Background: an optimization exercise with open tools, aiming at small area, a short achievable clock period and few clock cycles per item. Do not read the settings as production practice. The RTL was checked by simulation tests, not by an equivalence proof against the original design. No activity file was given, so power comes from the tool's default toggle rates.

==> build 77: inputs <==
Design multiplier, start of the top module:
module multiplier(
	input logic clk,
	input logic rst,
	input logic start_flag,
	input logic[15:0] a,
	input logic[15:0] b,
	output logic[31:0] result,
	output logic status
	);
Settings: LEC_CHECK=0, CAP_MARGIN=20, CORE_MARGIN=2, CORE_UTILIZATION=70, CTS_BUF_LIST=sky130_fd_sc_hd__clkbuf_4 sky130_fd_sc_hd__clkbuf_8, CTS_CLUSTER_SIZE=30, GPL_TIMING_DRIVEN=1, SETUP_SLACK_MARGIN=0.3, SLEW_MARGIN=20, SYNTH_HIERARCHICAL=1; clock period 4.0 ns.
standard.sh (not shown) runs the stock make flow with config.mk's settings and CLKGATE_MAP_FILE= SYNTH_SCRIPT=/design/flow/synth_recipe.tcl, a recipe that flattens the netlist after the stock synthesis.
==> flow/flow/run.sh <==
#!/bin/bash
set -euo pipefail
cd "$(dirname "$0")/.."
export BUFFER_PORTS_ARGS="-buffer_cell sky130_fd_sc_hd__buf_2"
bash standard.sh > make.log 2>&1
==> inputs of build 5, as changes to build 77 <==
Settings changed: CORE_UTILIZATION 70 to 80, CTS_BUF_LIST sky130_fd_sc_hd__clkbuf_4 sky130_fd_sc_hd__clkbuf_8 to default, CTS_CLUSTER_SIZE 30 to default.
==> inputs of trial 47, as changes to build 77 <==
Settings changed: CTS_BUF_LIST sky130_fd_sc_hd__clkbuf_4 sky130_fd_sc_hd__clkbuf_8 to default, CTS_CLUSTER_SIZE 30 to default, SETUP_SLACK_MARGIN 0.3 to 0.4.
==> comparison table <==
                                                                                             build 5                 trial 47                 build 77
Status                                                              no timing/DRC/antenna violations  no timing/DRC/antenna violations  no timing/DRC/antenna violations
Start-to-end type of the worst setup path                                    flip-flop to output pin  input port to flip-flop  input port to flip-flop
Crit path launch                                                                                q9_1                     b[7]                    b[13]
Endpoint of the worst setup timing path                                                   result[31]                    q15_1                    q17_1
Clock edge transition at the registers on the reported setup and hold paths                  0.07 ns                  0.06 ns                  0.07 ns
ClkCell Share                                                                                  2.63%                    2.14%                    2.73%
Post-layout minimum cycle time                                                               3.63 ns                  3.49 ns                  3.60 ns
Required @ worst endpoint                                                                    3.20 ns                  4.23 ns                  4.23 ns
Tap cell count                                                                                   108                      133                      133
Combinational-cell power consumption                                                         4050 uW                  3840 uW                  3770 uW
Area delta synth->final                                                                        11.1%                    11.6%                    11.0%
Initial cell density of the core                                                               81.9%                    72.4%                    72.4%
Placement-stage cell area                                                                0.00768 mm2              0.00770 mm2              0.00767 mm2
Switching Fraction                                                                             46.3%                    44.8%                    44.0%
Number of placement rows                                                                          34                       36                       36
Drt via density                                                                                 7.01                     6.26                     6.33
CP Capture Type                                                                           output pin                flip-flop                flip-flop
Post-Route Hold Slack                                                                       0.203 ns                 0.208 ns                 0.210 ns
Clock Power Share                                                                              10.6%                     9.2%                    11.2%
Cell repeated most along the worst path                                                       a21o_1                     fa_1                     fa_1
Final worst path period share                                                                  90.7%                    87.2%                    90.1%
Testbench counts of build 77, summed over its fixed seeds: cycles 1,608, items 1,600.
Testbench counts of build 5, summed over its fixed seeds: cycles 1,608, items 1,600.
Testbench counts of trial 47, summed over its fixed seeds: cycles 1,608, items 1,600.

* * *

==> job 9653: inputs <==
multiplier, a different RTL version from the one above (not shown whole).
Settings: LEC_CHECK=0, CAP_MARGIN=20, CORE_MARGIN=2, CORE_UTILIZATION=70, GPL_TIMING_DRIVEN=0, SETUP_SLACK_MARGIN=0.3, SLEW_MARGIN=20, SYNTH_HIERARCHICAL=1; clock period 4.0 ns.
Scripts as last shown in full above: flow/flow/run.sh
==> job 3754 (differences from job 9653) <==
- CORE_UTILIZATION: 70 -> 40
==> job 3218 (differences from job 9653) <==
- CORE_UTILIZATION: 70 -> 40
- SETUP_SLACK_MARGIN: 0.3 -> default
==> job 8690 (differences from job 9653) <==
- SETUP_SLACK_MARGIN: 0.3 -> default
==> comparison table <==
quantity                                                                         job 8690                 job 9653                 job 3218                 job 3754
Outcome                                                           complete, no violations  complete, no violations  complete, no violations  complete, no violations
Placement row count                                                                    37                       37                       49                       49
Cell type with the highest occurrence count on the critical path  sky130_fd_sc_hd__a21o_1  sky130_fd_sc_hd__a21o_1  sky130_fd_sc_hd__a21o_1    sky130_fd_sc_hd__fa_1
Area used by multi-input combinational logic                                     6020 um2                 6140 um2                 5990 um2                 6120 um2
Tmin final                                                                        3.86 ns                  3.65 ns                  3.85 ns                  3.62 ns
Fraction of power spent switching nets                                              41.3%                    41.1%                    40.2%                    39.5%
Placement Cell Area                                                              7870 um2                 7880 um2                 7990 um2                 8000 um2
Post-detailed-route wirelength per cell                                           18.7 um                  19.6 um                  17.8 um                  18.1 um
Sequential cell power                                                            0.992 mW                  1.03 mW                 0.996 mW                  1.01 mW
Number of DRC markers after the initial detailed-route iteration                      377                      418                      252                      323
Clk_buf instances                                                                      13                       13                       15                       13
Register fraction of the total cell area                                            15.2%                    14.6%                    14.8%                    14.0%
Layout buffer count excluding clock buffers                                            98                      128                       99                      132
Starting density of the core                                                        71.4%                    71.4%                    40.7%                    40.7%
Testbench counts of job 9653, summed over its fixed seeds: cycles 1,608, items 1,600.
Testbench counts of job 3754, summed over its fixed seeds: cycles 1,608, items 1,600.
Testbench counts of job 3218, summed over its fixed seeds: cycles 1,608, items 1,600.
Testbench counts of job 8690, summed over its fixed seeds: cycles 1,608, items 1,600.

[what the ideal ports hide]
The results above use ideal ports. As a check the final layouts listed here were re-extracted and re-timed, cells and wires unchanged. Step 1, drivers: a clkbuf_16 drives clk and a buf_2 each remaining input, both assumed. Step 2 moves the port delays by t, midway between the first and last clock arrival at a register: inputs arrive t later, outputs are due t later. That takes back most of the time a late clock gives input paths. Slacks: ideal ports / drivers / drivers and shift; pairs: ideal ports / drivers.
run | t, ns | setup slack, ns | hold WS [ns] | latest minus earliest clock arrival (ns) | worst slew at a driven data input, ns
build 77 | 0.388 | 0.397 / 0.411 / 0.023 | 0.210 / 0.198 / 0.586 | 0.015 / 0.015 | 0.04
build 5 | 0.385 | 0.371 / 0.338 / 0.028 | 0.203 / 0.192 / 0.576 | 0.012 / 0.013 | 0.05
trial 47 | 0.394 | 0.513 / 0.477 / 0.137 | 0.208 / 0.195 / 0.589 | 0.015 / 0.016 | 0.03
job 9653 | 0.392 | 0.353 / 0.315 / 0.004 | 0.202 / 0.187 / 0.578 | 0.013 / 0.013 | 0.05
job 3754 | 0.379 | 0.385 / 0.376 / 0.026 | 0.224 / 0.205 / 0.584 | 0.010 / 0.010 | 0.06
job 3218 | 0.381 | 0.151 / 0.107 / -0.206 | 0.222 / 0.199 / 0.580 | 0.008 / 0.008 | 0.05
job 8690 | 0.386 | 0.137 / 0.100 / -0.217 | 0.207 / 0.194 / 0.580 | 0.008 / 0.008 | 0.04
Met with ideal ports but missed after step 2: setup timing in job 3218 and job 8690. The setup slack of trial 47, which loses most, moves by -0.036 ns with the drivers and by -0.376 ns with both steps.
